Background: an optimization exercise with open tools, aiming at small area. Do not read the settings as production practice. Only simulation tests tie the RTL to the original design; equivalence was not proved. The clock port is modelled as an ideal driver; clocking choices that lean on that would not hold on a real chip. Power and IR drop assume default switching activity.

## flow/flow/shrink_clk.tcl

```tcl
set clk_bufs {sky130_fd_sc_hd__clkbuf_4}
set slew_cap 0.110
proc clk_max_slew {} {
  set m 0.0
  foreach p [get_pins -hierarchical */CLK] {
    set s [get_property $p slew_max]
    if { $s > $m } { set m $s }
  }
  return $m
}
estimate_parasitics -placement
puts "clock buffer resize: max flip-flop clock slew before [clk_max_slew]"
foreach inst [get_cells -hierarchical clkbuf_*] {
  set name [get_property $inst full_name]
  set orig [get_property [get_property $inst liberty_cell] name]
  foreach cell $clk_bufs {
    replace_cell $inst $cell
    estimate_parasitics -placement
    if { [clk_max_slew] <= $slew_cap } {
      puts "clock buffer resize: $name $orig -> $cell"
      break
    }
    replace_cell $inst $orig
  }
}
estimate_parasitics -placement
puts "clock buffer resize: max flip-flop clock slew after [clk_max_slew]"
```

## flow/config.mk

```make
export PLATFORM = sky130hd
export DESIGN_NAME = periph_top
export DESIGN_NICKNAME = periph_top
export VERILOG_FILES = /design/flow/design.v
export SDC_FILE = /design/flow/constraint.sdc
export NUM_CORES = 4
export LEC_CHECK = 0
export CAP_MARGIN = 20
export CORE_MARGIN = 2
export CORE_UTILIZATION = 75
export SLEW_MARGIN = 20
export BUFFER_PORTS_ARGS = -buffer_cell sky130_fd_sc_hd__buf_1
export SKIP_REPAIR_TIE_FANOUT = 1
export CTS_ARGS = -sink_clustering_enable -repair_clock_nets -dont_use_dummy_load -buf_list sky130_fd_sc_hd__clkbuf_8
export POST_CTS_TCL = /design/flow/flow/shrink_clk.tcl
```

## flow/flow/run.sh

```bash
#!/bin/bash
# Layout flow: the standard flow (standard.sh) with these changes.
#  - Synthesis is the standard flow's own script, except that its abc call maps the logic
#    with an area-oriented script (flow/area.abc) and the extract_fa pass (which
#    makes half/full-adder cells of small xor/and groups) is skipped. Every
#    other pass, flip-flop mapping included, is the standard one, so the
#    registers are the standard synthesis's.
#  - The port buffers are the smallest buffer cell.
#  - One tie cell drives all the constant outputs (no tie fanout repair).
#  - Clock tree synthesis adds no dummy loads, and afterwards each clock buffer
#    is made a clkbuf_4 where the flip-flop clock slew stays under 110 ps
#    (flow/shrink_clk.tcl).
set -euo pipefail
W=$PWD
cat >> config.mk <<'EOC'
export BUFFER_PORTS_ARGS = -buffer_cell sky130_fd_sc_hd__buf_1
export SKIP_REPAIR_TIE_FANOUT = 1
export CTS_ARGS = -sink_clustering_enable -repair_clock_nets -dont_use_dummy_load -buf_list sky130_fd_sc_hd__clkbuf_8
EOC
echo "export POST_CTS_TCL = $W/flow/shrink_clk.tcl" >> config.mk
{
  cat <<'EOT'
proc extract_fa {args} { puts "extract_fa skipped" }
proc abc {args} {
  set i [lsearch -exact $args -script]
  if { $i >= 0 } { lset args [expr {$i + 1}] $::env(AREA_ABC_SCRIPT) }
  yosys abc {*}$args
}
EOT
  cat synth_recipe.tcl
} > area_synth.tcl
sed "s|SYNTH_SCRIPT=[^ ]*|SYNTH_SCRIPT=$W/area_synth.tcl|" standard.sh > area_standard.sh
export AREA_ABC_SCRIPT=$W/flow/area.abc
bash area_standard.sh > standard.log 2>&1
```

## flow/flow/area.abc

```
strash
balance
rewrite
refactor
balance
rewrite
rewrite -z
balance
refactor -z
rewrite -z
balance
balance
rewrite
refactor
balance
rewrite
rewrite -z
balance
refactor -z
rewrite -z
balance
dch -f
amap
mfs2
strash
dch -f
amap
topo
```

## flow/standard.sh

```bash
#!/bin/bash
# synth_recipe.tcl (not shown) runs the flow's synth.tcl, then flattens the netlist and writes it again
# the make line also repeats each setting of config.mk as NAME=value (left out here)
make -C /OpenROAD-flow-scripts/flow DESIGN_CONFIG=/design/flow/config.mk WORK_HOME=/design/flow/orfs CLKGATE_MAP_FILE= SYNTH_SCRIPT=/design/flow/synth_recipe.tcl "${@:-finish}"
```

## flow/constraint.sdc

```tcl
create_clock -name core_clock -period 10.0 [get_ports {clk}]
set_input_delay 2.0000 -clock core_clock [delete_from_list [all_inputs] [get_ports {clk}]]
set_output_delay 2.0000 -clock core_clock [all_outputs]
set_load 0.01 [all_outputs]
```

## flow/design.v

```verilog
`timescale 1ns / 1ps
module periph_top(
    input         clk,
    input         resetn,
    input         req_i,
    input         we_i,
    input  [31:0] addr_i,
    input  [31:0] wdata_i,
    input  [15:0] SW,
    input         BTNU, BTNL, BTNC, BTNR, BTND,
    output        req_m,
    output        we_m,
    output [5:0]  req,
    output        we_d,
    output [2:0]  RDsel_o,
    output [31:0] led_rdata,
    output [31:0] seg_rdata,
    output [31:0] sw_rdata,
    output [15:0] LED,
    output        CA, CB, CC, CD, CE, CF, CG,
    output [7:0]  AN
  );
  wire [2:0] win  = addr_i[14:12];
  wire       base = req_i & addr_i[31] & ~|addr_i[30:15];
  wire       dev  = base & ~(win[2] & win[1]);
  assign req_m   = req_i & ~dev;
  assign we_m    = req_m & we_i;
  assign we_d    = dev & we_i;
  assign req     = {6{dev}} & (6'b1 << win);
  assign RDsel_o = dev ? win + 3'd1 : 3'd0;
  wire [11:0] off = addr_i[11:0];
  reg  [19:0] bt;
  reg         clk_strb;
  wire        bt_tc  = (bt == 20'b01111101001101011001);
  wire        bt_clr = ~resetn | bt_tc;
  always @(posedge clk) begin
    bt       <= ~({bt[18:0], bt[19] ^ bt[16]} | {20{bt_clr}});
    clk_strb <= resetn & (clk_strb ^ bt_tc);
  end
  reg [15:0] LED_reg, data_strb, led_out;
  wire led_a = req[0] & (off == 12'h800);
  wire led_b = req[0] & (off == 12'hF00);
  wire led_wok = we_d & ~|wdata_i[31:16];
  wire        rst   = ~resetn;
  wire [15:0] wd16  = wdata_i[15:0] & {16{resetn}};
  always @(posedge clk) begin
    if ((led_a & led_wok) | rst) LED_reg <= wd16;
    if ((led_b & led_wok) | rst) data_strb <= wd16;
    if (led_a | led_b | rst) led_out <= (led_a & resetn) ? LED_reg : (data_strb & {16{resetn}});
  end
  assign LED = clk_strb ? (LED_reg | data_strb) : (LED_reg & ~data_strb);
  assign led_rdata = {16'b0, led_out};
  reg [31:0] wseg;
  reg        pv;
  reg [2:0]  pidx;
  reg [3:0]  pval;
  reg [7:0]  select_seg;
  reg        sv;           
  reg [2:0]  sidx;         
  reg        segw;         
  reg [7:0]  seg_lo;       
  wire [7:0] strb_sel = {8{sv}} & (8'b1 << sidx);
  wire sreq    = req[1];
  wire sw_e    = sreq & we_d;
  wire dig     = (off[11:5] == 7'b0) & (off[1:0] == 2'b0);
  wire o_sel   = (off == 12'h020);
  wire o_strb  = (off == 12'h024);
  wire o_res   = (off == 12'h028);
  wire w4z     = ~|wdata_i[31:4];
  wire w8z     = ~|wdata_i[31:8];
  wire wff     = &wdata_i[7:0];
  wire w74z    = ~|wdata_i[7:4];
  wire       dwr   = sw_e & dig & w4z;
  wire       clr   = rst | (sw_e & o_res);
  wire [3:0] cd    = pval & {4{~clr}};
  integer k;
  always @(posedge clk) begin
    for (k = 0; k < 8; k = k + 1)
      if ((sreq & pv & (pidx == k)) | clr) wseg[4*k +: 4] <= cd;
    if (sreq | rst) begin
      pv     <= resetn & dwr;
      segw   <= resetn & dig;
      seg_lo <= {8{resetn}} & (o_sel ? select_seg : o_strb ? strb_sel : 8'b0);
    end
    if ((sw_e & o_sel & w8z) | clr) select_seg <= (sw_e & o_res & resetn) ? 8'hFF : wdata_i[7:0] & {8{resetn}};
    if ((sw_e & o_strb & (wff | w74z)) | clr) sv <= resetn & ~(sw_e & o_res) & ~wff & ~wdata_i[3];
  end
  always @(posedge clk) begin
    if (dwr) begin
      pidx <= off[4:2];
      pval <= wdata_i[3:0];
    end
    if (sw_e & o_strb & w74z) sidx <= wdata_i[2:0];
  end
  assign seg_rdata = segw ? wseg : {24'b0, seg_lo};
  reg [9:0] sc;
  reg       av;            
  reg [2:0] aidx;          
  wire      sc_tc  = (sc == 10'b1100100011);
  wire      sc_clr = ~resetn | sc_tc;
  always @(posedge clk) begin
    sc <= ~({sc[8:0], sc[9] ^ sc[6]} | {10{sc_clr}});
    av <= resetn & (av | sc_tc);
    if (sc_tc) aidx <= {3{av}} & (aidx + 3'd1);
  end
  wire [7:0] anon = {8{av}} & (8'b1 << aidx);
  reg [3:0] cur, prv;
  reg       first;
  always @(posedge clk) begin
    cur   <= {4{resetn}} & ((av & pv & (pidx == aidx)) ? pval : (av ? wseg[4*aidx +: 4] : 4'b0));
    prv   <= cur;
    first <= ~resetn;
  end
  wire [15:0] dhot = 16'b1 << prv;
  wire [6:0]  pat;
  assign pat[6] = |(dhot & 16'b0010100000010010);   
  assign pat[5] = |(dhot & 16'b1101100001100000);   
  assign pat[4] = |(dhot & 16'b1101000000000100);   
  assign pat[3] = |(dhot & 16'b1000010010010010);   
  assign pat[2] = |(dhot & 16'b0000001010111010);   
  assign pat[1] = |(dhot & 16'b0010000010001110);   
  assign pat[0] = |(dhot & 16'b0001000010000011);   
  assign {CA, CB, CC, CD, CE, CF, CG} = pat | {7{first}};
  assign AN = ~(anon & (select_seg | (strb_sel & {8{clk_strb}})));
  reg [15:0] sw_out;
  wire sw_a = req[2] & (off == 12'h000);
  wire sw_b = req[2] & (off == 12'h004);
  always @(posedge clk)
    if (sw_a | sw_b | rst)
      sw_out <= {16{resetn}} & (sw_a ? SW : {11'b0, BTNU, BTNL, BTNC, BTNR, BTND});
  assign sw_rdata = {16'b0, sw_out};
endmodule
```

==> impl_metrics.csv, run 1 <==
group,metric,value,unit
global_routing,grt_pass1_vias,5937,
clock_network,tritoncts,"built",
global_routing,grt_pass1_wl,27.8,mm
detailed_routing,vias_per_cell,6.31,
setup_path,crit_path_end_kind,"output pin",
detailed_routing,vias,6218,
yosys,yosys_warnings,1,
timing,setup_tns,0,ns
finish,drive_gt1_frac,0.0280,
yosys,seq_area_frac_synth,0.641,
setup_path,path_class,"in2out",
yosys,synth.area.top_cells,"edfxtp_1 53%, dfxtp_1 11%, nor2_1 6.6%, clkinv_1 4.5%, o22ai_1 3.7%",
yosys,synth.net_count,762,
clock_network,clk_pin_slew,0.10,ns
outcome,status,"complete, no violations",
detailed_routing,drt-total-wl,18.8,mm
floorplanning,core_area,9330,um2
finish,final_common_cell,"buf_1",
global_routing,gr-usage-all-layers,0.358,
pwr,peakVddDrop,0.0000934,V
pwr,leakage,2.71,nW
placement,portBuffers,195,
finish,reg.largest.list,"wseg x32, bt x20",
finish,largest_register,"wseg",
finish,nets,947,
global_routing,grt_antenna_before_repair,0,
detailed_routing,drt_first_pass_iters,6,
setup_path,critPathMaxFanout,6,
timing,fin_skew,0.0342,ns
detailed_routing,dr.first_iter.drc_count,532,
floorplanning,initial_core_util,0.780,
floorplanning,die_w,102,um
finish,final_cell_mix,"195 x buf_1, 128 x edfxtp_1, 127 x nor2_1",
yosys,ys_async_sr_fraction,0,
clock_network,cts_sinks,169,
placement,pre_cts_slack,4.02,ns
timing,setup_viol,0,
detailed_routing,antenna_left,0,
flow_run,drv_cap,0,
detailed_routing,wl_per_cell,19.1,um
timing,slew_headroom,0.285,
clock_network,clk_latency,0.56,ns
setup_path,critPathLaunchType,"primary input",
yosys,synth_cell_types,37,
finish,largest_reg_flops,32,
yosys,synth_area,7270,um2
yosys,yosysTopAreaCell,"edfxtp_1",
yosys,ys.flop_type,"edfxtp_1",
pwr,power_density,151,nW/um2
timing,worst_pin_slew,1.06,ns
global_routing,grt_overflow,0,
timing,rsz0062_at_grt,"no",
placement,dpl.hpwl,13.5,mm
floorplanning,die_area,10500,um2
placement,place_congestion,0.930,
finish,area_growth,11.8,%
yosys,syn_area_per_cell,10.8,um2
yosys,synth-edff-count,128,
timing,maxSlewViolCount,0,
setup_path,worstPathRequired,8.00,ns
yosys,ys_seq_elements,169,
floorplanning,io_pins,228,
yosys,syn_inst,673,
detailed_routing,post-route-drc-count,0,
timing,fin_crit_sh,0.602,
floorplanning,core.rowCount,35,
yosys,yosys.area.top_type_share,0.528,
global_routing,grt_max_degree,55,
hold_path,hold_class,"reg2reg",
floorplanning,die-height,102,um
timing,max_freq,0.166,GHz
setup_path,arrival,4.02,ns
timing,min_period,6.02,ns
timing,hold_viol,0,
timing,fin_ws,3.98,ns
## worst max-delay path: stages
cell and delay (ns):
buf_1 0.08, or4_1 0.53, nor3_1 0.24, nand4_1 0.26, nor2_1 0.21, clkinv_1 0.12
nor2_1 0.16, clkinv_1 0.15, o21ai_0 0.10, buf_1 0.16
## per-layer routing
metal / vias up / GRT usage / routed length (um)
li1: 2749 / - / -
met4: 0 / 0.168 / 822
met3: 122 / 0.0773 / 2080
met5: - / 0 / 0
met2: 538 / 0.640 / 9780
met1: 2809 / 0.409 / 6110
## cells by family (layout without fill, tap and decap cells)
family | count (synthesis) | count (layout) | synth area share
compound gates | 124 | 124 | 0.112
buf+inv | 121 | 304 | 0.0795
flops | 169 | 169 | 0.641
other cells | 1 | 2 | 0.000516
simple gates | 258 | 258 | 0.167
## final timing paths
check / startpoint / to / slack [ns] / cells after the start
worst min register to register: cur[0] / prv[0] / 0.34 / 0
worst max-delay path: addr_i[20] / RDsel_o[1] / 3.98 / 10
worst max register to register: aidx[2] / cur[0] / 7.44 / 8
worst min-delay path: cur[0] / prv[0] / 0.34 / 0
## cells in the mapped netlist, types with 2 or more instances
library cell    n
edfxtp_1      128
nor2_1        127
clkinv_1       88
o22ai_1        43
dfxtp_1        41
buf_4          33
nand2_1        31
o21ai_0        25
a21oi_1        20
nor2b_1        20
and3_1         16
or3_1          16
nor3_1         12
or4_1           9
a221oi_1        8
nand3_1         8
o22a_1          8
a32o_1          6
nand4_1         5
nor4_1          5
or2_0           5
o221ai_1        3
a2111oi_0       2
## final cells by class
type | count | area (um2)
Timing Repair Buffer | 199 | 762
Tap cell | 129 | 161
Antenna cell | 1 | 2.50
Multi-Input combinational cell | 383 | 2040
Inverter | 88 | 330
Sequential cell | 169 | 4660
Clock buffer | 17 | 165
Fill cell | 471 | 1200
## through the flow
stage	util	total power, mW	area [um2]	instances	hold WS, ns
finish	0.872	1.23	8130	986	0.339
global route	0.871	1.26	8130	985	0.346
detailed placement	0.853	0.938	7950	968	0.321
global placement	0.852	0.930	7950	968	0.311
floorplan	-	0.895	7270	673	0.310
## power by group
group	internal [mW]	total (mW)	switching [mW]
logic	0.0363	0.113	0.0772
registers	0.793	0.812	0.0190
clock network	0.103	0.301	0.198
==> run 2: changes to the inputs <==
--- a/flow/flow/area.abc
+++ b/flow/flow/area.abc
@@ -25,4 +25,6 @@
 strash
-dch -f
-amap
+&get -n
+&dch -f
+&nf -a -R 2000 -E 50
+&put
 topo
--- a/flow/config.mk
+++ b/flow/config.mk
@@ -9,3 +9,3 @@
 export CORE_MARGIN = 2
-export CORE_UTILIZATION = 75
+export CORE_UTILIZATION = 60
 export SLEW_MARGIN = 20
==> impl_metrics.csv, run 2 <==
group,metric,value,unit
detailed_routing,wl_per_cell,18.5,um
timing,max_freq,0.168,GHz
pwr,power.total,1.22,mW
yosys,synth_cell_types,44,
pwr,leakage,2.75,nW
global_routing,grt_max_degree,33,
timing,fin_ws,4.06,ns
finish,largest_register,"wseg",
floorplanning,io_pins,228,
global_routing,gr-usage-all-layers,0.273,
detailed_routing,post-route-drc-count,0,
setup_path,path_class,"in2out",
timing,hold_viol,0,
yosys,syn_inst,601,
pwr,power_density,151,nW/um2
detailed_routing,drt-total-wl,17.3,mm
setup_path,cpPeakStageDelay,0.61,ns
clock_network,clk_latency,0.57,ns
finish,final_common_cell,"buf_1",
timing,min_period,5.94,ns
placement,portBuffers,195,
clock_network,cts_sinks,169,
outcome,status,"complete, no violations",
setup_path,critPathSlowestCell,"nor3_1",
detailed_routing,dr.first_iter.drc_count,692,
hold_path,hold_class,"reg2reg",
placement,dpl.hpwl,12.9,mm
yosys,synth-edff-count,128,
global_routing,grt_antenna_before_repair,0,
floorplanning,initial_core_util,0.607,
floorplanning,die-height,114,um
finish,reg.largest.list,"wseg x32, bt x20",
global_routing,grt_pass1_wl,26.6,mm
timing,maxSlewViolCount,0,
yosys,synth_area,7200,um2
timing,fin_skew,0.0321,ns
finish,largest_reg_flops,32,
flow_run,drv_cap,0,
finish,num_antenna_cells,0,
finish,final_cell_mix,"195 x buf_1, 128 x edfxtp_1, 81 x nor2_1",
floorplanning,die_area,12900,um2
global_routing,grt_overflow,0,
yosys,yosys.area.top_type_share,0.534,
setup_path,critPathMaxFanout,8,
yosys,synth_commonest_cells,"128 x edfxtp_1, 81 x nor2_1, 59 x and2_0",
yosys,synth.area.top_cells,"edfxtp_1 53%, dfxtp_1 11%, and2_0 5.1%, nor2_1 4.2%, buf_4 3.4%",
detailed_routing,vias_per_cell,5.90,
yosys,seq_area_frac_synth,0.648,
yosys,ys_async_sr_fraction,0,
yosys,yosysTopAreaCell,"edfxtp_1",
timing,setup_viol,0,
timing,worst_pin_slew,1.10,ns
setup_path,path_cells,"buf_1, nor4_1, nand3_1, nor2_1, nand2_1, nor3_1, buf_1",
yosys,yosys_warnings,1,
setup_path,worstPathRequired,8.00,ns
global_routing,grt_pass1_vias,5305,
detailed_routing,antenna_left,0,
pwr,peakVddDrop,0.0000807,V
clock_network,clk_pin_slew,0.09,ns
floorplanning,core_area,11900,um2
clock_network,tritoncts,"built",
yosys,ys.flop_type,"edfxtp_1",
timing,setup_tns,0,ns
detailed_routing,vias,5509,
placement,place_congestion,0.988,
timing,slew_headroom,0.260,
timing,fin_crit_sh,0.594,
yosys,ys_seq_elements,169,
setup_path,cp_common_cell,"buf_1",
floorplanning,core.rowCount,40,
yosys,syn_area_per_cell,12.0,um2
timing,rsz0062_at_grt,"no",
yosys,yosysMostFrequentCell,"edfxtp_1",
finish,drive_gt1_frac,0.0318,
yosys,synth.net_count,690,
finish,area_growth,12.6,%
setup_path,arrival,3.94,ns
setup_path,crit_path_end_kind,"output pin",
detailed_routing,drt_first_pass_iters,6,
finish,nets,877,
floorplanning,die_w,114,um
placement,pre_cts_slack,4.11,ns
setup_path,critPathLaunchType,"primary input",
## run 2: cell types whose count changed after synthesis, sizes merged, moves of 8 or more
cell,delta
a21oi,+11
a22o,+22
a22oi,+8
and2,+59
clkinv,-77
mux2,+8
nand2b,+12
nor2,-46
nor2b,-10
nor4,+10
o21ai,-10
o22a,-8
o22ai,-42
or3,-12
## run 2: logic make-up after synthesis
kind of cell | count (synthesis) | synth area share
simple gates | 273 | 0.198
flops | 169 | 0.648
compound gates | 105 | 0.0997
buf+inv | 44 | 0.0401
mux | 8 | 0.0125
xor+xnor | 1 | 0.00122
other cells | 1 | 0.000521
## run 2: power breakdown
| part | switching, mW | leakage (nW) | internal, mW |
|---|---|---|---|
| Combinational | 0.0672 | 1.05 | 0.0371 |
| Clock | 0.194 | 0.0989 | 0.111 |
| Sequential | 0.0200 | 1.60 | 0.793 |
| Total | 0.281 | 2.75 | 0.942 |
## run 2: metal layers
layer | GRT usage | up-vias | wire (um)
li1 | - | 2578 | -
met5 | 0 | - | 0
met4 | 0.134 | 0 | 599
met1 | 0.336 | 2590 | 6690
met2 | 0.453 | 290 | 8560
met3 | 0.0696 | 51 | 1450
## run 2: layout make-up
| class | instances | area (um2) |
|---|---|---|
| timing repair buffer | 201 | 777 |
| fill | 929 | 3750 |
| multi-input combinational | 388 | 2270 |
| clock buffer | 17 | 178 |
| sequential | 169 | 4660 |
| inverter | 11 | 41.3 |
| tap | 147 | 184 |
## run 2: path summary, 6_finish.rpt
path | end | startpoint | slack (ns) | cells past startpoint
worst max register to register | cur[2] | aidx[0] | 7.70 | 7
worst min-delay path | prv[2] | cur[2] | 0.34 | 0
worst min register to register | prv[2] | cur[2] | 0.34 | 0
worst max-delay path | req[1] | addr_i[22] | 4.06 | 7
## run 2: stage by stage
step                utilization  hold slack (ns)  cells  instance area [um2]
floorplan                     -            0.310    601                 7200
global placement          0.668            0.320    916                 7930
detailed placement        0.669            0.319    916                 7940
global route              0.684            0.349    933                 8110
finish                    0.684            0.342    933                 8110
## run 2: critical path, delay by kind of cell
kind / cells / cell delay [ns]
simple gates: 5 / 1.57
buf+inv: 2 / 0.35
==> run 3: changes to the inputs <==
--- a/flow/config.mk
+++ b/flow/config.mk
@@ -9,3 +9,3 @@
 export CORE_MARGIN = 2
-export CORE_UTILIZATION = 60
+export CORE_UTILIZATION = 72
 export SLEW_MARGIN = 20
==> impl_metrics.csv, run 3 <==
group,metric,value,unit
setup_path,ff2ff_setup_slack,7.74,ns
finish,area_growth,12.3,%
finish,drive_gt1_frac,0.0331,
pwr,p_int,937,uW
detailed_routing,wl_per_cell,18.2,um
timing,max_freq,0.177,GHz
setup_path,worstPathRequired,8.00,ns
floorplanning,die_w,104,um
detailed_routing,antenna_left,0,
global_routing,grt_pass1_vias,5497,
finish,reg.largest.list,"wseg x32, bt x20",
floorplanning,io_pins,228,
hold_path,hold_class,"reg2reg",
clock_network,clk_latency,0.54,ns
yosys,yosys.area.top_type_share,0.534,
yosys,syn_area_per_cell,12.0,um2
yosys,synth_commonest_cells,"128 x edfxtp_1, 81 x nor2_1, 59 x and2_0",
floorplanning,die-height,104,um
flow_run,drv_cap,0,
global_routing,gr-usage-all-layers,0.316,
timing,hold_viol,0,
finish,largest_register,"wseg",
setup_path,critPathMaxFanout,8,
floorplanning,core.rowCount,36,
yosys,yosysTopAreaCell,"edfxtp_1",
yosys,synth-edff-count,128,
yosys,yosysMostFrequentCell,"edfxtp_1",
placement,portBuffers,195,
timing,slew_headroom,0.351,
floorplanning,core_area,9730,um2
detailed_routing,drt-total-wl,16.7,mm
pwr,comb_power_share,0.086,
pwr,seq_power_share,0.669,
setup_path,crit_path_end_kind,"output pin",
yosys,syn_inst,601,
detailed_routing,wl_met3,1.68,mm
timing,fin_skew,0.0267,ns
pwr,switchingPower,280,uW
setup_path,path_class,"in2out",
finish,final_common_cell,"buf_1",
detailed_routing,post-route-drc-count,0,
hold_path,worstHoldStart,"cur[1]",
timing,setup_viol,0,
placement,dpl.hpwl,12.5,mm
clock_network,tritoncts,"built",
yosys,synth_cell_types,44,
pwr,leakage,2.74,nW
timing,rsz0062_at_grt,"no",
timing,min_period,5.65,ns
yosys,ys_async_sr_fraction,0,
pwr,peakVddDrop,0.000119,V
hold_path,whs_path_depth,0,
detailed_routing,wl_met1,6.19,mm
clock_network,cts_sinks,169,
global_routing,grt_max_degree,33,
finish,num_antenna_cells,0,
detailed_routing,vias_per_cell,6.15,
global_routing,grt_overflow,0,
detailed_routing,dr_wl_met2,8.49,mm
timing,maxSlewViolCount,0,
pwr,power_density,150,nW/um2
finish,nets,876,
hold_path,hold_end,"prv[1]",
pwr,power.total,1.22,mW
pwr,power_frac_clock,0.245,
yosys,synth_area,7200,um2
yosys,seq_area_frac_synth,0.648,
setup_path,critPathLaunchType,"primary input",
pwr,switching_share,0.230,
finish,final_cell_mix,"195 x buf_1, 128 x edfxtp_1, 80 x nor2_1",
yosys,yosys_warnings,1,
yosys,ys_seq_elements,169,
detailed_routing,vias,5647,
global_routing,grt_antenna_before_repair,0,
timing,setup_tns,0,ns
detailed_routing,dr.first_iter.drc_count,563,
outcome,status,"complete, no violations",
yosys,ys.flop_type,"edfxtp_1",
clock_network,clk_pin_slew,0.09,ns
setup_path,r2r_end,"cur[0]",
yosys,synth.net_count,690,
setup_path,arrival,3.65,ns
detailed_routing,top_layer,"met4",
timing,fin_crit_sh,0.565,
yosys,synth.area.top_cells,"edfxtp_1 53%, dfxtp_1 11%, and2_0 5.1%, nor2_1 4.2%, buf_4 3.4%",
setup_path,r2r-start,"aidx[2]",
timing,worst_pin_slew,0.967,ns
placement,place_congestion,1.00,
detailed_routing,drt_first_pass_iters,7,
floorplanning,initial_core_util,0.740,
finish,largest_reg_flops,32,
global_routing,grt_pass1_wl,26.6,mm
setup_path,r2r_cells,9,
floorplanning,die_area,10800,um2
[run 3: layout make-up]
class	count	area, um2
flip-flops and latches	169	4660
multi-input cells	388	2280
fillers	561	1640
repair buffers	200	769
clock buffers	17	171
well taps	133	166
inverters	11	41.3
[run 3: worst max-delay path, cell delays in order]
cell and delay (ns):
buf_1 0.08, nor4_1 0.28, nand4_1 0.12, nor2_1 0.35, nor2b_1 0.29, nand2_1 0.22, o21ai_0 0.14, buf_1 0.17
[run 3: kinds of logic (layout without fill, tap and decap cells)]
family	count (synthesis)	in the layout	share of synthesized area
AOI/OAI and AO/OA	105	105	0.0997
other	1	1	0.000521
DFF	169	169	0.648
muxes	8	8	0.0125
and+or+nand+nor	273	273	0.198
buffers and inverters	44	228	0.0401
xor gates and xnor gates	1	1	0.00122
[run 3: power groups by stage]
stage	clock network (mW)	registers (mW)	logic, mW
3_3_place_gp	0	0.827	0.100
5_1_grt	0.328	0.819	0.115
3_5_place_dp	0	0.830	0.103
2_1_floorplan	0	0.828	0.0626
6_report	0.298	0.815	0.104
[run 3: worst max path at each step]
stage	start	end	slack (ns)
after global placement	addr_i[24]	req[1]	4.46
after global routing	addr_i[16]	RDsel_o[1]	4.04
after floorplan	addr_i[16]	RDsel_o[1]	4.72
after detailed placement	addr_i[16]	RDsel_o[1]	4.43
final	addr_i[16]	RDsel_o[1]	4.35
[run 3: layer usage]
layer / GRT usage / vias to the layer above
met4: 0.120 / 0
met3: 0.0808 / 42
met2: 0.543 / 377
met1: 0.387 / 2645
li1: - / 2583
met5: 0 / -
[run 3: through the flow]
stage | std cells | worst slack (ns) | instance area (um2) | hold WS, ns | utilization
global route | 918 | 4.04 | 8090 | 0.331 | 0.832
floorplan | 601 | 4.72 | 7200 | 0.310 | -
detailed placement | 901 | 4.43 | 7900 | 0.330 | 0.812
global placement | 901 | 4.46 | 7900 | 0.341 | 0.812
finish | 918 | 4.35 | 8090 | 0.335 | 0.832
==> run 4: changes to the inputs <==
--- a/flow/flow/area.abc
+++ b/flow/flow/area.abc
@@ -25,6 +25,4 @@
 strash
-&get -n
-&dch -f
-&nf -a -R 2000 -E 50
-&put
+dch -f
+amap
 topo
--- a/flow/config.mk
+++ b/flow/config.mk
@@ -9,3 +9,3 @@
 export CORE_MARGIN = 2
-export CORE_UTILIZATION = 72
+export CORE_UTILIZATION = 60
 export SLEW_MARGIN = 20
==> impl_metrics.csv, run 4 <==
group,metric,value,unit
outcome,status,"complete, no violations",
floorplanning,die-height,114,um
yosys,ys_seq_elements,169,
setup_path,path_class,"in2out",
global_routing,grt_pass1_vias,5585,
yosys,yosysMostFrequentCell,"edfxtp_1",
pwr,power_density,151,nW/um2
detailed_routing,drt-total-wl,18.4,mm
yosys,synth-edff-count,128,
setup_path,crit_path_end_kind,"output pin",
timing,rsz0062_at_grt,"no",
finish,final_common_cell,"buf_1",
finish,largest_reg_flops,32,
floorplanning,initial_core_util,0.611,
clock_network,clk_pin_slew,0.07,ns
finish,nets,950,
setup_path,r2r_end,"bt[0]",
global_routing,gr-usage-all-layers,0.282,
setup_path,worstPathRequired,8.00,ns
yosys,yosys.area.top_type_share,0.528,
hold_path,hold_end,"prv[1]",
hold_path,worstHoldStart,"cur[1]",
clock_network,cts_sinks,169,
global_routing,grt_antenna_before_repair,1,
global_routing,grt_pass1_wl,27.7,mm
timing,hold_viol,0,
timing,setup_tns,0,ns
finish,final_cell_mix,"195 x buf_1, 128 x edfxtp_1, 127 x nor2_1",
hold_path,whs_path_depth,0,
flow_run,drv_cap,0,
hold_path,hold_class,"reg2reg",
setup_path,critPathMaxFanout,6,
detailed_routing,antenna_left,0,
yosys,synth_area,7270,um2
detailed_routing,drt_first_pass_iters,5,
timing,slew_headroom,0.304,
finish,largest_register,"wseg",
timing,fin_skew,0.0412,ns
detailed_routing,dr.first_iter.drc_count,518,
placement,portBuffers,195,
detailed_routing,vias,5848,
pwr,comb_power_share,0.091,
timing,fin_crit_sh,0.594,
finish,postLayoutCoreUtil,0.687,
global_routing,grt_overflow,0,
pwr,leakage,2.73,nW
finish,drive_gt1_frac,0.0291,
yosys,synth.net_count,762,
yosys,syn_inst,673,
finish,reg.largest.list,"wseg x32, bt x20",
yosys,seq_area_frac_synth,0.641,
detailed_routing,vias_per_cell,5.81,
clock_network,tritoncts,"built",
placement,place_congestion,0.926,
yosys,ys.flop_type,"edfxtp_1",
placement,dpl.hpwl,13.9,mm
floorplanning,core_area,11900,um2
placement,dpl.cell_count,988,
detailed_routing,wl_per_cell,18.2,um
setup_path,r2r-start,"bt[2]",
timing,worst_pin_slew,1.04,ns
global_routing,grt_max_degree,56,
setup_path,arrival,3.94,ns
yosys,synth_cell_types,37,
timing,min_period,5.94,ns
pwr,switching_share,0.236,
timing,maxSlewViolCount,0,
finish,area_growth,12.5,%
yosys,synth.area.top_cells,"edfxtp_1 53%, dfxtp_1 11%, nor2_1 6.6%, clkinv_1 4.5%, o22ai_1 3.7%",
floorplanning,core.rowCount,40,
yosys,ys_async_sr_fraction,0,
pwr,power.total,1.24,mW
yosys,synth_commonest_cells,"128 x edfxtp_1, 127 x nor2_1, 88 x clkinv_1",
pwr,p_int,945,uW
finish,fin_cells,1007,
setup_path,ff2ff_setup_slack,7.60,ns
clock_network,clk_latency,0.58,ns
setup_path,crit_start,"addr_i[20]",
yosys,yosysTopAreaCell,"edfxtp_1",
timing,max_freq,0.168,GHz
pwr,seq_power_share,0.655,
floorplanning,die_area,13000,um2
pwr,power_frac_clock,0.253,
detailed_routing,post-route-drc-count,0,
timing,whs,0.330,ns
timing,setup_viol,0,
floorplanning,die_w,114,um
yosys,syn_area_per_cell,10.8,um2
setup_path,critPathLaunchType,"primary input",
pwr,peakVddDrop,0.0000897,V
setup_path,r2r_cells,6,
pwr,switchingPower,291,uW
yosys,yosys_warnings,1,
floorplanning,io_pins,228,
==> run 4: logic make-up (layout without fill, tap and decap cells) <==
kind of cell / count (synthesis) / count (layout) / synth area share
AOI/OAI and AO/OA: 124 / 124 / 0.112
buffers and inverters: 121 / 307 / 0.0795
DFF: 169 / 169 / 0.641
other: 1 / 2 / 0.000516
and+or+nand+nor: 258 / 258 / 0.167
==> run 4: power by group through the flow <==
stage / clock, mW / combinational (mW) / sequential [mW]
2_1_floorplan: 0 / 0.0690 / 0.826
3_3_place_gp: 0 / 0.109 / 0.825
3_5_place_dp: 0 / 0.112 / 0.826
5_1_grt: 0.341 / 0.125 / 0.814
6_report: 0.313 / 0.113 / 0.810
==> run 4: per-stage QoR <==
step                worst slack [ns]  instance area [um2]
global route                    3.92                 8180
detailed placement              4.07                 7990
finish                          4.06                 8180
floorplan                       4.20                 7270
global placement                4.03                 7990
==> run 4: final cells by class <==
cell class / count / area [um2]
sequential: 169 / 4660
fill: 932 / 3730
multi-input combinational: 383 / 2040
timing repair buffer: 202 / 782
inverter: 88 / 330
clock buffer: 17 / 184
tap: 147 / 184
antenna: 1 / 2.50
==> run 4: worst max-delay path by stage <==
stage	to	depth (start not counted)
after detailed placement	RDsel_o[1]	10
after global placement	RDsel_o[1]	10
after global routing	req[1]	8
after floorplan	RDsel_o[1]	8
final	req[1]	8
==> run 4: worst max-delay path, cell delays in order <==
cell and delay [ns]:
buf_1 0.09, or4_1 0.53, nor3_1 0.19, nand4_1 0.25, clkinv_1 0.11, nand2_1 0.11
nor2_1 0.44, buf_1 0.21
==> run 4: routing by layer <==
layer | share of wire | GRT usage | vias to the layer above | routed length, um
met4 | 0.021 | 0.115 | 0 | 378
met3 | 0.084 | 0.0725 | 26 | 1540
li1 | - | - | 2764 | -
met1 | 0.39 | 0.351 | 2761 | 7210
met2 | 0.50 | 0.473 | 297 | 9230
met5 | 0 | 0 | - | 0
==> run 5: changes to the inputs <==
--- a/flow/flow/run.sh
+++ b/flow/flow/run.sh
@@ -10,4 +10,4 @@
 #  - Clock tree synthesis adds no dummy loads, and afterwards each clock buffer
-#    is made a clkbuf_4 where the flip-flop clock slew stays under 110 ps
-#    (flow/shrink_clk.tcl).
+#    (the leaves first, the root last) is made a clkbuf_4 where the flip-flop
+#    clock slew stays under 110 ps (flow/shrink_clk.tcl).
 set -euo pipefail
--- a/flow/flow/area.abc
+++ b/flow/flow/area.abc
@@ -25,4 +25,6 @@
 strash
-dch -f
-amap
+&get -n
+&dch -f
+&nf -a -R 2000 -E 50
+&put
 topo
==> flow/flow/shrink_clk.tcl (replaced) <==
set small_buf sky130_fd_sc_hd__clkbuf_4
set slew_cap 0.110
proc clk_max_slew {} {
  set m 0.0
  foreach p [get_pins -hierarchical */CLK] {
    set s [get_property $p slew_max]
    if { $s > $m } { set m $s }
  }
  return $m
}
estimate_parasitics -placement
puts "clock buffer resize: max flip-flop clock slew before [clk_max_slew]"
set leaves {}
set roots {}
foreach inst [get_cells -hierarchical clkbuf_*] {
  if { [get_property $inst full_name] == "clkbuf_0_clk" } {
    lappend roots $inst
  } else {
    lappend leaves $inst
  }
}
foreach inst [concat $leaves $roots] {
  set name [get_property $inst full_name]
  set orig [get_property [get_property $inst liberty_cell] name]
  if { $orig == $small_buf } { continue }
  replace_cell $inst $small_buf
  estimate_parasitics -placement
  if { [clk_max_slew] <= $slew_cap } {
    puts "clock buffer resize: $name $orig -> $small_buf"
  } else {
    replace_cell $inst $orig
  }
}
estimate_parasitics -placement
puts "clock buffer resize: max flip-flop clock slew after [clk_max_slew]"
==> impl_metrics.csv, run 5 <==
group,metric,value,unit
setup_path,arrival,3.96,ns
finish,drive_gt1_frac,0.0318,
yosys,yosys.area.top_type_share,0.534,
global_routing,grt_pass1_wl,26.6,mm
flow_run,drv_cap,0,
yosys,synth_mux_area_frac,0.0125,
detailed_routing,vias_per_cell,5.90,
detailed_routing,drt-total-wl,17.3,mm
yosys,ys_async_sr_fraction,0,
detailed_routing,antenna_left,0,
placement,place_congestion,0.988,
timing,hold_viol,0,
detailed_routing,dr_wl_met2,8.52,mm
global_routing,grt_overflow,0,
setup_path,r2r_cells,7,
floorplanning,core_area,11900,um2
setup_path,ff2ff_setup_slack,7.68,ns
global_routing,gr-usage-all-layers,0.273,
floorplanning,io_pins,228,
yosys,synth_commonest_cells,"128 x edfxtp_1, 81 x nor2_1, 59 x and2_0",
yosys,syn_inst,601,
yosys,synth-edff-count,128,
hold_path,hold_class,"reg2reg",
finish,nets,877,
yosys,synth_xor_area_frac,0.00122,
yosys,synth_area,7200,um2
outcome,status,"complete, no violations",
yosys,synth-compound-area-share,0.0997,
placement,dpl.cell_count,916,
finish,final_cell_mix,"195 x buf_1, 128 x edfxtp_1, 81 x nor2_1",
detailed_routing,drt_first_pass_iters,6,
yosys,synth_cell_types,44,
floorplanning,die_area,12900,um2
timing,rsz0062_at_grt,"no",
floorplanning,die_w,114,um
setup_path,r2r-start,"aidx[0]",
setup_path,critPathLaunchType,"primary input",
timing,worst_pin_slew,1.16,ns
timing,fin_ws,4.04,ns
placement,pre_cts_slack,4.11,ns
placement,portBuffers,195,
timing,fin_skew,0.0344,ns
detailed_routing,dr.first_iter.drc_count,639,
pwr,peakVddDrop,0.0000808,V
timing,setup_viol,0,
hold_path,whs_path_depth,0,
clock_network,cts_sinks,169,
yosys,synth.net_count,690,
finish,fin_cells,933,
setup_path,path_class,"in2out",
pwr,leakage,2.75,nW
clock_network,tritoncts,"built",
detailed_routing,wl_met3,1.49,mm
setup_path,r2r_end,"cur[2]",
clock_network,clk_latency,0.44,ns
yosys,synth_adder_area_share,0,
yosys,yosys_warnings,1,
finish,final_common_cell,"buf_1",
setup_path,crit_start,"addr_i[22]",
finish,largest_reg_flops,32,
finish,largest_register,"wseg",
yosys,synthSimpleGateAreaFrac,0.198,
floorplanning,core.rowCount,40,
floorplanning,die-height,114,um
yosys,synth.area.top_cells,"edfxtp_1 53%, dfxtp_1 11%, and2_0 5.1%, nor2_1 4.2%, buf_4 3.4%",
global_routing,grt_max_degree,33,
clock_network,clk_pin_slew,0.09,ns
floorplanning,initial_core_util,0.607,
timing,fin_crit_sh,0.596,
yosys,ys_seq_elements,169,
placement,dpl_cell_area,7940,um2
detailed_routing,vias,5504,
placement,dpl.hpwl,12.9,mm
timing,slew_headroom,0.220,
timing,maxSlewViolCount,0,
timing,min_period,5.96,ns
detailed_routing,top_layer,"met4",
yosys,syn_area_per_cell,12.0,um2
finish,reg.largest.list,"wseg x32, bt x20",
finish,postLayoutCoreUtil,0.683,
timing,setup_tns,0,ns
yosys,seq_area_frac_synth,0.648,
hold_path,hold_end,"prv[2]",
finish,area_growth,12.6,%
pwr,power_density,151,nW/um2
detailed_routing,wl_per_cell,18.6,um
detailed_routing,wl_met1,6.76,mm
global_routing,grt_pass1_vias,5310,
setup_path,crit_path_end_kind,"output pin",
hold_path,worstHoldStart,"cur[2]",
yosys,ys.flop_type,"edfxtp_1",
finish,fin_area,8110,um2
yosys,yosysMostFrequentCell,"edfxtp_1",
finish,num_antenna_cells,0,
timing,max_freq,0.168,GHz
yosys,synth_top_family_by_area,"simple AND/OR/NAND/NOR gates",
yosys,yosysTopAreaCell,"edfxtp_1",
global_routing,grt_antenna_before_repair,0,
setup_path,worstPathRequired,8.00,ns
detailed_routing,post-route-drc-count,0,
setup_path,critPathMaxFanout,8,
==> run 5: changes by cell type in the layout (fill, tap and decap cells not counted), moves of 9 or more <==
| cell | change |
|---|---|
| and2_0 | +59 |
| or3_1 | -12 |
| nand2b_1 | +12 |
| clkinv_1 | -77 |
| nor2_1 | -46 |
| nor2b_1 | -10 |
| nor4_1 | +9 |
| a21oi_1 | +11 |
| a22o_1 | +22 |
| o22ai_1 | -42 |
| o21ai_0 | -9 |
==> run 5: layout make-up <==
class,count,area (um2)
Sequential cell,169,4660
Inverter,11,41.3
Timing Repair Buffer,201,777
Fill cell,931,3750
Clock buffer,17,171
Tap cell,147,184
Multi-Input combinational cell,388,2270
==> run 5: how the worst max path moves through the flow <==
stage	to	cells after the start
after global routing	req[1]	7
after floorplan	RDsel_o[1]	6
after global placement	req[1]	7
final	req[1]	7
after detailed placement	req[1]	7
==> run 5: metal layers <==
| metal | vias up | global-route usage |
|---|---|---|
| li1 | 2579 | - |
| met2 | 301 | 0.454 |
| met1 | 2578 | 0.339 |
| met3 | 46 | 0.0654 |
| met5 | - | 0 |
| met4 | 0 | 0.134 |
==> run 5: power breakdown <==
group | internal, mW | total [mW] | switching, mW
clock | 0.109 | 0.304 | 0.195
combinational | 0.0371 | 0.104 | 0.0672
sequential | 0.793 | 0.814 | 0.0202
==> run 5: metrics by stage <==
step	power, mW	hold WS [ns]
final	1.22	0.343
after floorplan	0.891	0.310
after global routing	1.27	0.349
after detailed placement	0.934	0.319
after global placement	0.930	0.320
==> run 5: cell families (layout without fill, tap and decap cells) <==
kind of cell,after synthesis,in the layout
buffers and inverters,44,229
and+or+nand+nor,273,273
AOI/OAI and AO/OA,105,105
muxes,8,8
xor gates and xnor gates,1,1
DFF,169,169
other,1,1
==> run 5: critical path, cell delays in order <==
cell and delay, ns:
buf_1 0.13, nor4_1 0.26, nand3_1 0.21, nor2_1 0.37
nand2_1 0.12, nor3_1 0.63, buf_1 0.22
==> run 6: changes to the inputs <==
--- a/flow/design.v
+++ b/flow/design.v
@@ -56,3 +56,4 @@
   reg [3:0]  pval;
-  reg [7:0]  select_seg;
+  reg [7:0]  nsel;         
+  wire [7:0] select_seg = ~nsel;
   reg        sv;           
@@ -84,3 +85,3 @@
     end
-    if ((sw_e & o_sel & w8z) | clr) select_seg <= (sw_e & o_res & resetn) ? 8'hFF : wdata_i[7:0] & {8{resetn}};
+    if ((sw_e & o_sel & w8z) | clr) nsel <= ~((sw_e & o_res & resetn) ? 8'hFF : wdata_i[7:0] & {8{resetn}});
     if ((sw_e & o_strb & (wff | w74z)) | clr) sv <= resetn & ~(sw_e & o_res) & ~wff & ~wdata_i[3];
==> impl_metrics.csv, run 6 <==
group,metric,value,unit
hold_path,hold_class,"reg2reg",
timing,rsz0062_at_grt,"no",
global_routing,grt_overflow,0,
pwr,leakage,2.69,nW
floorplanning,die-height,113,um
setup_path,path_buf_inv,2,
finish,fillerInstances,901,
timing,max_freq,0.169,GHz
finish,nets,870,
pwr,p_int,939,uW
timing,min_period,5.91,ns
pwr,seq_power_share,0.667,
yosys,ys_async_sr_fraction,0,
floorplanning,initial_core_util,0.621,
setup_path,r2r-start,"aidx[2]",
yosys,ys.flop_type,"edfxtp_1",
floorplanning,io_pins,228,
global_routing,gr-usage-all-layers,0.276,
yosys,synth_commonest_cells,"128 x edfxtp_1, 86 x nor2_1, 59 x and2_0",
timing,hold_viol,0,
pwr,power_frac_clock,0.246,
timing,worst_pin_slew,0.973,ns
finish,reg.largest.list,"wseg x32, bt x20",
floorplanning,core.rowCount,39,
finish,largest_reg_flops,32,
timing,maxSlewViolCount,0,
global_routing,grt_max_degree,33,
detailed_routing,vias,5502,
detailed_routing,drt_first_pass_iters,24,
setup_path,worstPathRequired,8.00,ns
finish,fin_area,8050,um2
yosys,synth_area,7160,um2
flow_run,drv_cap,0,
yosys,yosysMostFrequentCell,"edfxtp_1",
hold_path,worstHoldStart,"cur[1]",
pwr,peakVddDrop,0.000102,V
global_routing,grt_antenna_before_repair,0,
placement,place_congestion,0.895,
yosys,synth.net_count,682,
finish,drive_gt1_frac,0.0321,
finish,area_growth,12.5,%
placement,dpl.hpwl,13.4,mm
global_routing,grt_pass1_vias,5161,
yosys,syn_inst,593,
global_routing,grt_pass1_wl,26.9,mm
detailed_routing,drt-total-wl,17.7,mm
finish,num_antenna_cells,0,
placement,portBuffers,195,
finish,postLayoutCoreUtil,0.699,
timing,setup_tns,0,ns
finish,final_common_cell,"buf_1",
global_routing,gr-usage-met3,0.0568,
yosys,seq_area_frac_synth,0.652,
yosys,yosysTopAreaCell,"edfxtp_1",
setup_path,crit_family,"simple AND/OR/NAND/NOR gates",
pwr,comb_power_share,0.087,
setup_path,crit_path_end_kind,"output pin",
setup_path,path_class,"in2out",
clock_network,clk_pin_slew,0.10,ns
global_routing,busiest_layer,"met2",
yosys,syn_area_per_cell,12.1,um2
pwr,power_density,152,nW/um2
detailed_routing,dr.first_iter.drc_count,445,
floorplanning,die_w,113,um
yosys,yosys.area.top_type_share,0.537,
outcome,status,"complete, no violations",
timing,setup_viol,0,
detailed_routing,wl_per_cell,19.2,um
detailed_routing,post-route-drc-count,0,
yosys,synth_cell_types,42,
yosys,synth-edff-count,128,
setup_path,arrival,3.91,ns
timing,fin_skew,0.0396,ns
setup_path,path_cells,"buf_1, nor4_1, nand4_1, nor2_1, nand2_1, nor3_1, buf_1",
pwr,switching_share,0.231,
finish,largest_register,"wseg",
finish,final_cell_mix,"195 x buf_1, 128 x edfxtp_1, 86 x nor2_1",
clock_network,clk_latency,0.44,ns
yosys,yosys_warnings,1,
setup_path,cp_common_cell,"buf_1",
detailed_routing,vias_per_cell,5.97,
floorplanning,die_area,12800,um2
timing,slew_headroom,0.351,
setup_path,cpPeakStageDelay,0.53,ns
setup_path,critPathMaxFanout,8,
global_routing,use_met1,0.366,
clock_network,cts_sinks,169,
pwr,switchingPower,282,uW
detailed_routing,antenna_left,0,
setup_path,crit_start,"addr_i[16]",
global_routing,met2_usage,0.462,
timing,fin_crit_sh,0.591,
yosys,ys_seq_elements,169,
floorplanning,core_area,11500,um2
placement,dpl_cell_area,7870,um2
yosys,synth.area.top_cells,"edfxtp_1 54%, dfxtp_1 11%, and2_0 5.2%, nor2_1 4.5%, buf_4 3.5%",
setup_path,critPathSlowestCell,"nor3_1",
setup_path,critPathLaunchType,"primary input",
clock_network,tritoncts,"built",
==> run 6: cell types whose count changed after synthesis, moves of 4 or more <==
cell      delta
nand3_1     +18
a21oi_1     -11
nand2b_1    -10
a22oi_1      -8
o22a_1       +6
a31oi_1      -5
nand4_1      +5
nor2_1       +5
nor3_1       -5
or4_1        -4
==> run 6: power by group through the flow <==
stage	logic, mW	registers [mW]	clock network, mW
after floorplan	0.0621	0.828	0
after global placement	0.104	0.829	0
after detailed placement	0.106	0.830	0
after global routing	0.117	0.819	0.329
final	0.106	0.814	0.300
==> run 6: path summary, 6_finish.rpt <==
check        endpoint  slack, ns  cells after the start
max            req[1]       4.09                      7
min            prv[1]       0.30                      0
max reg2reg    cur[1]       7.40                      6
min reg2reg    prv[1]       0.30                      0
==> run 6: kinds of logic after synthesis <==
group | count (synthesis) | synth area share
compound gates | 96 | 0.0970
xor+xnor | 1 | 0.00122
buf+inv | 41 | 0.0388
flops | 169 | 0.652
mux | 8 | 0.0126
other cells | 1 | 0.000524
simple gates | 277 | 0.198
==> run 6: area by class of cell <==
type	instances	area, um2	share of cell area
Sequential cell	169	4660	0.580
Inverter	8	30.0	0.00373
Tap cell	143	179	0.0222
Clock buffer	17	171	0.0213
Timing Repair Buffer	202	785	0.0975
Multi-Input combinational cell	383	2220	0.276
==> run 6: layer usage <==
| metal | up-vias | wire, um |
|---|---|---|
| li1 | 2561 | - |
| met1 | 2639 | 7290 |
| met5 | - | 0 |
| met4 | 0 | 303 |
| met2 | 275 | 8830 |
| met3 | 27 | 1280 |
==> run 6: through the flow <==
step	hold WS [ns]	total power, mW	std cells	worst slack (ns)
6_report	0.302	1.22	922	4.09
5_1_grt	0.311	1.26	922	3.92
3_5_place_dp	0.320	0.936	905	4.07
3_3_place_gp	0.318	0.933	905	4.16
2_1_floorplan	0.310	0.890	593	4.72
==> run 7: changes to the inputs <==
--- a/flow/config.mk
+++ b/flow/config.mk
@@ -9,3 +9,3 @@
 export CORE_MARGIN = 2
-export CORE_UTILIZATION = 60
+export CORE_UTILIZATION = 55
 export SLEW_MARGIN = 20
==> impl_metrics.csv, run 7 <==
group,metric,value,unit
setup_path,critPathLaunchType,"primary input",
setup_path,crit_path_end_kind,"output pin",
pwr,power_density,152,nW/um2
detailed_routing,drt-total-wl,18.0,mm
clock_network,clk_latency,0.45,ns
global_routing,grt_max_degree,33,
yosys,ys_seq_elements,169,
yosys,synth_area,7160,um2
yosys,seq_area_frac_synth,0.652,
detailed_routing,antenna_left,0,
detailed_routing,post-route-drc-count,0,
yosys,yosys_warnings,1,
timing,maxSlewViolCount,0,
hold_path,hold_class,"reg2reg",
timing,hold_viol,0,
placement,portBuffers,195,
placement,dpl.hpwl,13.5,mm
floorplanning,core.rowCount,41,
placement,place_congestion,0.888,
setup_path,r2r_cells,6,
global_routing,grt_antenna_before_repair,0,
finish,final_common_cell,"buf_1",
timing,slew_headroom,0.354,
yosys,syn_area_per_cell,12.1,um2
setup_path,critPathMaxFanout,8,
yosys,yosysMostFrequentCell,"edfxtp_1",
setup_path,arrival,3.85,ns
detailed_routing,vias,5459,
detailed_routing,vias_per_cell,5.75,
yosys,synth_cell_types,42,
timing,setup_viol,0,
finish,fin_area,8100,um2
global_routing,grt_pass1_wl,28.1,mm
finish,nets,869,
floorplanning,die-height,118,um
global_routing,grt_pass1_vias,5286,
finish,largest_register,"wseg",
pwr,peakVddDrop,0.000103,V
yosys,synth-edff-count,128,
timing,worst_pin_slew,0.968,ns
detailed_routing,dr.first_iter.drc_count,495,
yosys,ys.flop_type,"edfxtp_1",
finish,num_antenna_cells,0,
setup_path,worstPathRequired,8.00,ns
clock_network,tritoncts,"built",
setup_path,r2r_end,"cur[2]",
floorplanning,io_pins,228,
setup_path,path_class,"in2out",
detailed_routing,drt_first_pass_iters,6,
setup_path,r2r-start,"aidx[2]",
timing,fin_crit_sh,0.585,
global_routing,grt_overflow,0,
timing,rsz0062_at_grt,"no",
detailed_routing,wl_per_cell,18.9,um
timing,min_period,5.85,ns
floorplanning,initial_core_util,0.565,
outcome,status,"complete, no violations",
yosys,synth_commonest_cells,"128 x edfxtp_1, 86 x nor2_1, 59 x and2_0",
hold_path,whs_path_depth,0,
floorplanning,die_w,118,um
yosys,ys_async_sr_fraction,0,
flow_run,drv_cap,0,
placement,dpl_cell_area,7900,um2
finish,reg.largest.list,"wseg x32, bt x20",
finish,final_cell_mix,"195 x buf_1, 128 x edfxtp_1, 86 x nor2_1",
global_routing,gr-usage-all-layers,0.262,
timing,setup_tns,0,ns
yosys,syn_inst,593,
pwr,leakage,2.69,nW
clock_network,cts_sinks,169,
yosys,yosysTopAreaCell,"edfxtp_1",
yosys,synth.area.top_cells,"edfxtp_1 54%, dfxtp_1 11%, and2_0 5.2%, nor2_1 4.5%, buf_4 3.5%",
finish,area_growth,13.1,%
clock_network,clk_pin_slew,0.08,ns
yosys,synth.net_count,682,
timing,fin_skew,0.0350,ns
finish,largest_reg_flops,32,
yosys,yosys.area.top_type_share,0.537,
timing,max_freq,0.171,GHz
floorplanning,core_area,12700,um2
setup_path,ff2ff_setup_slack,7.51,ns
hold_path,hold_end,"prv[3]",
floorplanning,die_area,13900,um2
hold_path,worstHoldStart,"cur[3]",
finish,drive_gt1_frac,0.0321,
-- run 7: cell counts after synthesis --
No cell type changed its count.
-- run 7: through the flow --
stage / setup slack [ns] / cells / hold slack (ns) / util / power [mW]
detailed placement: 4.16 / 933 / 0.313 / 0.623 / 0.937
floorplan: 4.72 / 593 / 0.310 / - / 0.890
finish: 4.15 / 950 / 0.332 / 0.639 / 1.23
global route: 3.96 / 950 / 0.352 / 0.639 / 1.28
global placement: 4.25 / 933 / 0.317 / 0.623 / 0.933
-- run 7: worst max-delay path: stages --
cell and delay, ns:
buf_1 0.09, nor4_1 0.32, nand4_1 0.13, nor2_1 0.40
nand2_1 0.13, nor3_1 0.51, buf_1 0.26
-- run 7: worst max-delay path by stage --
stage,slack [ns],from,cells past startpoint,to
floorplan,4.72,addr_i[16],6,RDsel_o[1]
global placement,4.25,addr_i[16],7,req[1]
detailed placement,4.16,addr_i[16],7,req[1]
global route,3.96,addr_i[16],7,req[1]
finish,4.15,addr_i[16],7,req[1]
-- run 7: cell type report --
class | count | area [um2]
clock buffer | 17 | 184
fill | 1077 | 4570
inverter | 8 | 30.0
multi-input combinational | 383 | 2230
sequential | 169 | 4660
tap | 172 | 215
timing repair buffer | 201 | 777
-- run 7: cells by family (layout without fill, tap and decap cells) --
family,Yosys count,in the layout,synth area share
flip-flops,169,169,0.652
other,1,1,0.000524
XOR/XNOR,1,1,0.00122
multiplexers,8,8,0.0126
buffers and inverters,41,226,0.0388
AO/OA/AOI/OAI,96,96,0.0970
AND/OR/NAND/NOR,277,277,0.198
-- run 7: power breakdown --
group | total (mW) | leakage [nW] | internal, mW | switching [mW]
clock | 0.313 | 0.102 | 0.117 | 0.196
combinational | 0.106 | 0.984 | 0.0364 | 0.0696
sequential | 0.815 | 1.61 | 0.794 | 0.0218
-- run 7: metal layers --
metal  wire length [um]  up-vias  share of wire  global-route usage
met5                  0        -              0                   0
met4                363        0          0.020              0.0911
met3               1030       32          0.057              0.0538
met2               9070      252           0.50               0.441
met1               7510     2618           0.42               0.338
li1                   -     2557              -                   -
==> run 8: changes to the inputs <==
--- a/flow/design.v
+++ b/flow/design.v
@@ -54,4 +54,2 @@
   reg        pv;
-  reg [2:0]  pidx;
-  reg [3:0]  pval;
   reg [7:0]  nsel;         
@@ -62,2 +60,4 @@
   reg [7:0]  seg_lo;       
+  wire [2:0] pidx = seg_lo[6:4];
+  wire [3:0] pval = seg_lo[3:0];
   wire [7:0] strb_sel = {8{sv}} & (8'b1 << sidx);
@@ -83,3 +83,5 @@
       segw   <= resetn & dig;
-      seg_lo <= {8{resetn}} & (o_sel ? select_seg : o_strb ? strb_sel : 8'b0);
+      seg_lo <= {8{resetn}} & (dig    ? {1'b0, off[4:2], wdata_i[3:0]} :
+                               o_sel  ? select_seg :
+                               o_strb ? strb_sel : 8'b0);
     end
@@ -88,9 +90,4 @@
   end
-  always @(posedge clk) begin
-    if (dwr) begin
-      pidx <= off[4:2];
-      pval <= wdata_i[3:0];
-    end
+  always @(posedge clk)
     if (sw_e & o_strb & w74z) sidx <= wdata_i[2:0];
-  end
   assign seg_rdata = segw ? wseg : {24'b0, seg_lo};
==> impl_metrics.csv, run 8 <==
group,metric,value,unit
setup_path,crit_path_end_kind,"output pin",
setup_path,arrival,4.14,ns
floorplanning,initial_core_util,0.559,
clock_network,clk_latency,0.44,ns
setup_path,critPathMaxFanout,8,
floorplanning,io_pins,228,
yosys,syn_area_per_cell,11.7,um2
yosys,yosysMostFrequentCell,"edfxtp_1",
setup_path,path_class,"in2out",
placement,place_congestion,0.859,
timing,fin_crit_sh,0.614,
floorplanning,die_w,117,um
flow_run,drv_cap,0,
yosys,ys_async_sr_fraction,0,
finish,nets,875,
yosys,synth.area.top_cells,"edfxtp_1 52%, dfxtp_1 12%, and2_0 5.5%, nor2_1 4.3%, buf_4 3.5%",
yosys,yosys.area.top_type_share,0.520,
placement,dpl.hpwl,12.7,mm
pwr,power_density,150,nW/um2
timing,setup_tns,0,ns
hold_path,hold_class,"reg2reg",
yosys,synth-edff-count,121,
global_routing,gr-usage-all-layers,0.250,
detailed_routing,drt_first_pass_iters,5,
detailed_routing,antenna_left,0,
detailed_routing,wl_per_cell,17.9,um
yosys,yosys_warnings,1,
detailed_routing,drt-total-wl,17.1,mm
floorplanning,die-height,117,um
pwr,leakage,2.64,nW
floorplanning,core.rowCount,41,
timing,worst_pin_slew,0.951,ns
finish,largest_register,"wseg",
yosys,syn_inst,597,
timing,slew_headroom,0.366,
yosys,yosysTopAreaCell,"edfxtp_1",
timing,rsz0062_at_grt,"no",
yosys,synth.net_count,686,
pwr,peakVddDrop,0.0000847,V
yosys,ys.flop_type,"edfxtp_1",
timing,hold_viol,0,
timing,maxSlewViolCount,0,
clock_network,cts_sinks,162,
yosys,synth_cell_types,41,
setup_path,r2r-start,"aidx[2]",
clock_network,tritoncts,"built",
timing,fin_skew,0.0360,ns
yosys,synth_commonest_cells,"121 x edfxtp_1, 80 x nor2_1, 62 x and2_0",
finish,final_cell_mix,"195 x buf_1, 121 x edfxtp_1, 79 x nor2_1",
global_routing,grt_antenna_before_repair,0,
setup_path,worstPathRequired,8.00,ns
yosys,synth_area,6990,um2
global_routing,grt_overflow,0,
detailed_routing,post-route-drc-count,0,
detailed_routing,vias,5365,
floorplanning,core_area,12500,um2
detailed_routing,dr.first_iter.drc_count,380,
global_routing,grt_pass1_vias,4753,
yosys,ys_seq_elements,162,
timing,setup_viol,0,
detailed_routing,vias_per_cell,5.61,
finish,largest_reg_flops,32,
setup_path,crit_start,"addr_i[28]",
finish,reg.largest.list,"wseg x32, bt x20",
hold_path,worstHoldStart,"cur[3]",
finish,area_growth,13.3,%
floorplanning,die_area,13600,um2
clock_network,clk_pin_slew,0.09,ns
timing,min_period,6.14,ns
outcome,status,"complete, no violations",
placement,portBuffers,195,
timing,whs,0.323,ns
global_routing,grt_max_degree,36,
setup_path,critPathLaunchType,"primary input",
finish,final_common_cell,"buf_1",
finish,num_antenna_cells,0,
finish,drive_gt1_frac,0.0344,
yosys,seq_area_frac_synth,0.637,
global_routing,grt_pass1_wl,25.2,mm
timing,max_freq,0.163,GHz
## run 8: cell types whose count changed after synthesis, sizes merged, moves of 4 or more
| cell | before | now |
|---|---|---|
| o22a | 6 | 0 |
| nor2 | 86 | 80 |
| edfxtp | 128 | 121 |
| nand2 | 31 | 35 |
| clkinv | 8 | 13 |
| o21ai | 17 | 21 |
| o22ai | 1 | 5 |
## run 8: per-layer routing
metal,wire length [um],vias up,part of all wire,global-route usage
li1,-,2582,-,-
met1,7230,2511,0.42,0.336
met2,8270,247,0.48,0.398
met3,1340,25,0.078,0.0633
met4,293,0,0.017,0.0886
met5,0,-,0,0
## run 8: final timing paths
check | slack, ns | depth (start not counted) | to
max reg2reg | 7.86 | 7 | cur[1]
max | 3.86 | 7 | req[1]
min reg2reg | 0.32 | 0 | prv[3]
min | 0.32 | 0 | prv[3]
## run 8: logic make-up (layout without fill, tap and decap cells)
kind of cell / Yosys count / count (layout) / share of synthesized area
buf+inv: 46 / 233 / 0.0424
other cells: 1 / 1 / 0.000536
mux: 7 / 7 / 0.0113
flops: 162 / 162 / 0.637
compound gates: 103 / 103 / 0.104
simple gates: 277 / 277 / 0.204
xor+xnor: 1 / 1 / 0.00125
## run 8: area by class of cell
| class | instances | area (um2) |
|---|---|---|
| inverter | 13 | 48.8 |
| clock buffer | 17 | 165 |
| multi-input combinational | 389 | 2250 |
| tap | 172 | 215 |
| timing repair buffer | 203 | 792 |
| fill | 1074 | 4590 |
| sequential | 162 | 4450 |
## run 8: through the flow
stage	utilization	setup slack [ns]	power, mW	std cells	instance area [um2]
after floorplan	-	4.59	0.867	597	6990
after global placement	0.619	3.94	0.910	939	7750
after detailed placement	0.619	3.81	0.914	939	7750
after global routing	0.633	3.70	1.24	956	7920
final	0.633	3.86	1.19	956	7920
## run 8: critical path, stage by stage
cell and delay [ns]:
buf_1 0.07, nor4_1 0.51, nand3_1 0.16, nor2_1 0.36, nand2_1 0.12, nor3_1 0.69
buf_1 0.22
## run 8: power by group
group	internal [mW]	switching, mW	total [mW]
Clock	0.105	0.187	0.292
Combinational	0.0385	0.0719	0.110
Sequential	0.766	0.0227	0.788
Total	0.909	0.282	1.19
==> run 9: changes to the inputs <==
--- a/flow/config.mk
+++ b/flow/config.mk
@@ -9,3 +9,3 @@
 export CORE_MARGIN = 2
-export CORE_UTILIZATION = 55
+export CORE_UTILIZATION = 60
 export SLEW_MARGIN = 20
==> impl_metrics.csv, run 9 <==
group,metric,value,unit
detailed_routing,vias_per_cell,5.90,
timing,rsz0062_at_grt,"no",
finish,regArea,4450,um2
detailed_routing,wl_per_cell,18.8,um
finish,final_common_cell,"buf_1",
timing,fin_skew,0.0341,ns
pwr,power.total,1.19,mW
yosys,syn_area_per_cell,11.7,um2
floorplanning,die_w,112,um
finish,final_cell_mix,"195 x buf_1, 121 x edfxtp_1, 79 x nor2_1",
setup_path,worstPathRequired,8.00,ns
global_routing,grt_pass1_vias,5068,
detailed_routing,antenna_left,0,
yosys,ys_async_sr_fraction,0,
yosys,synth-edff-count,121,
floorplanning,core_area,11400,um2
finish,largest_register,"wseg",
finish,largest_reg_flops,32,
global_routing,gr-usage-all-layers,0.277,
timing,min_period,5.75,ns
detailed_routing,dr.first_iter.drc_count,401,
global_routing,grt_overflow,0,
clock_network,tritoncts,"built",
detailed_routing,drt_first_pass_iters,5,
detailed_routing,drt-total-wl,17.4,mm
setup_path,path_buf_inv,2,
setup_path,cp_common_cell,"buf_1",
floorplanning,die-height,112,um
timing,setup_tns,0,ns
timing,hold_viol,0,
detailed_routing,vias,5472,
clock_network,cts_sinks,162,
setup_path,crit_path_end_kind,"output pin",
timing,fin_ws,4.25,ns
yosys,ys_seq_elements,162,
yosys,yosys.area.top_type_share,0.520,
timing,max_freq,0.174,GHz
outcome,status,"complete, no violations",
timing,maxSlewViolCount,0,
pwr,peakVddDrop,0.0000890,V
setup_path,path_class,"in2out",
timing,slew_headroom,0.327,
global_routing,grt_antenna_before_repair,1,
finish,multi_input_area,2250,um2
setup_path,path_cells,"buf_1, nor4_1, nand3_1, nor2_1, nand2_1, nor3_1, buf_1",
placement,portBuffers,195,
finish,nets,874,
finish,area_growth,12.7,%
placement,place_congestion,0.905,
yosys,synth_area,6990,um2
yosys,yosys_warnings,1,
global_routing,grt_pass1_wl,26.5,mm
pwr,power_density,151,nW/um2
yosys,yosysMostFrequentCell,"edfxtp_1",
yosys,yosysTopAreaCell,"edfxtp_1",
timing,fin_crit_sh,0.575,
timing,worst_pin_slew,1.01,ns
detailed_routing,post-route-drc-count,0,
finish,fin_area,7880,um2
placement,dpl.hpwl,12.8,mm
setup_path,critPathMaxFanout,8,
setup_path,arrival,3.75,ns
setup_path,crit_family,"simple AND/OR/NAND/NOR gates",
placement,pre_cts_slack,4.27,ns
floorplanning,core.rowCount,39,
yosys,ys.flop_type,"edfxtp_1",
flow_run,drv_cap,0,
global_routing,grt_max_degree,36,
setup_path,ff2ff_setup_slack,7.83,ns
clock_network,clk_pin_slew,0.08,ns
yosys,synth_commonest_cells,"121 x edfxtp_1, 80 x nor2_1, 62 x and2_0",
clock_network,clk_latency,0.58,ns
yosys,syn_inst,597,
timing,setup_viol,0,
yosys,synth_cell_types,41,
floorplanning,initial_core_util,0.612,
floorplanning,die_area,12500,um2
setup_path,critPathLaunchType,"primary input",
setup_path,cpPeakStageDelay,0.54,ns
placement,dpl_cell_area,7710,um2
floorplanning,io_pins,228,
setup_path,critPathSlowestCell,"nor3_1",
finish,fillerInstances,911,
pwr,leakage,2.63,nW
yosys,seq_area_frac_synth,0.637,
finish,drive_gt1_frac,0.0332,
hold_path,hold_class,"reg2reg",
yosys,synth.net_count,686,
yosys,synth.area.top_cells,"edfxtp_1 52%, dfxtp_1 12%, and2_0 5.5%, nor2_1 4.3%, buf_4 3.5%",
finish,reg.largest.list,"wseg x32, bt x20",
## run 9: cell count changes in the layout (fill, tap and decap cells not counted)
cell     change
diode_2      +1
buf_4        -1
## run 9: cell type report
type                            instances  area share
Sequential cell                       162       0.565
Multi-Input combinational cell        389       0.285
Timing Repair Buffer                  202      0.0995
Tap cell                              143      0.0227
Clock buffer                           17      0.0210
Inverter                               13     0.00619
Antenna cell                            1    0.000317
## run 9: routing by layer
| metal | track usage | vias up | part of all wire |
|---|---|---|---|
| li1 | - | 2575 | - |
| met1 | 0.386 | 2614 | 0.42 |
| met2 | 0.419 | 258 | 0.47 |
| met3 | 0.0860 | 25 | 0.088 |
| met4 | 0.0951 | 0 | 0.014 |
| met5 | 0 | - | 0 |
## run 9: power by group
part           switching [mW]  internal (mW)
combinational          0.0742         0.0387
sequential             0.0230          0.766
clock                   0.189          0.103
## run 9: worst paths after layout
path,start,to,cells past startpoint
worst max-delay path,addr_i[28],req[1],7
worst min-delay path,cur[1],prv[1],0
worst max register to register,aidx[2],cur[1],7
worst min register to register,cur[1],prv[1],0
## run 9: kinds of logic (layout without fill, tap and decap cells)
| kind of cell | after synthesis | count (layout) | synth area share |
|---|---|---|---|
| and+or+nand+nor | 277 | 277 | 0.204 |
| DFF | 162 | 162 | 0.637 |
| AOI/OAI and AO/OA | 103 | 103 | 0.104 |
| buffers and inverters | 46 | 232 | 0.0424 |
| muxes | 7 | 7 | 0.0113 |
| other | 1 | 2 | 0.000536 |
| xor gates and xnor gates | 1 | 1 | 0.00125 |
## run 9: per-stage QoR
stage               hold WS [ns]  instances  utilization
global placement           0.315        909        0.675
detailed placement         0.314        909        0.675
global route               0.341        927        0.690
floorplan                  0.310        597            -
finish                     0.333        927        0.690
## run 9: worst register-to-register path: stages (launching register included)
cell and delay [ns]:
edfxtp_1 0.62, clkinv_1 0.22, o22ai_1 0.08, a2111oi_0 0.46
buf_4 0.22, nor2b_1 0.08, a32oi_1 0.24, nor2_1 0.07

## separate check: timing with driven ports
Ports are ideal in the flow. The routed layouts listed here were re-timed in OpenROAD.
Step 1 assumes that a clkbuf_16 drives the clock port and a buf_2 every other input.
Step 2 also shifts input and output timing later by t, the mid clock arrival at the registers, as if the neighbouring blocks saw the same clock.
Slacks: no drivers / after step 1 / after step 2; pairs: no drivers / after step 1.
| run | t, ns | slack for setup (ns) |
|---|---|---|
| run 1 | 0.592 | 3.980 / 3.957 / 3.957 |
| run 2 | 0.583 | 4.061 / 4.040 / 4.040 |
| run 3 | 0.560 | 4.346 / 4.322 / 4.322 |
| run 4 | 0.595 | 4.058 / 4.038 / 4.038 |
| run 5 | 0.460 | 4.041 / 4.020 / 4.020 |
| run 6 | 0.455 | 4.088 / 4.067 / 4.067 |
| run 7 | 0.468 | 4.152 / 4.127 / 4.127 |
| run 8 | 0.458 | 3.862 / 3.835 / 3.835 |
| run 9 | 0.601 | 4.252 / 4.230 / 4.230 |
After both steps every run listed still meets setup and hold.
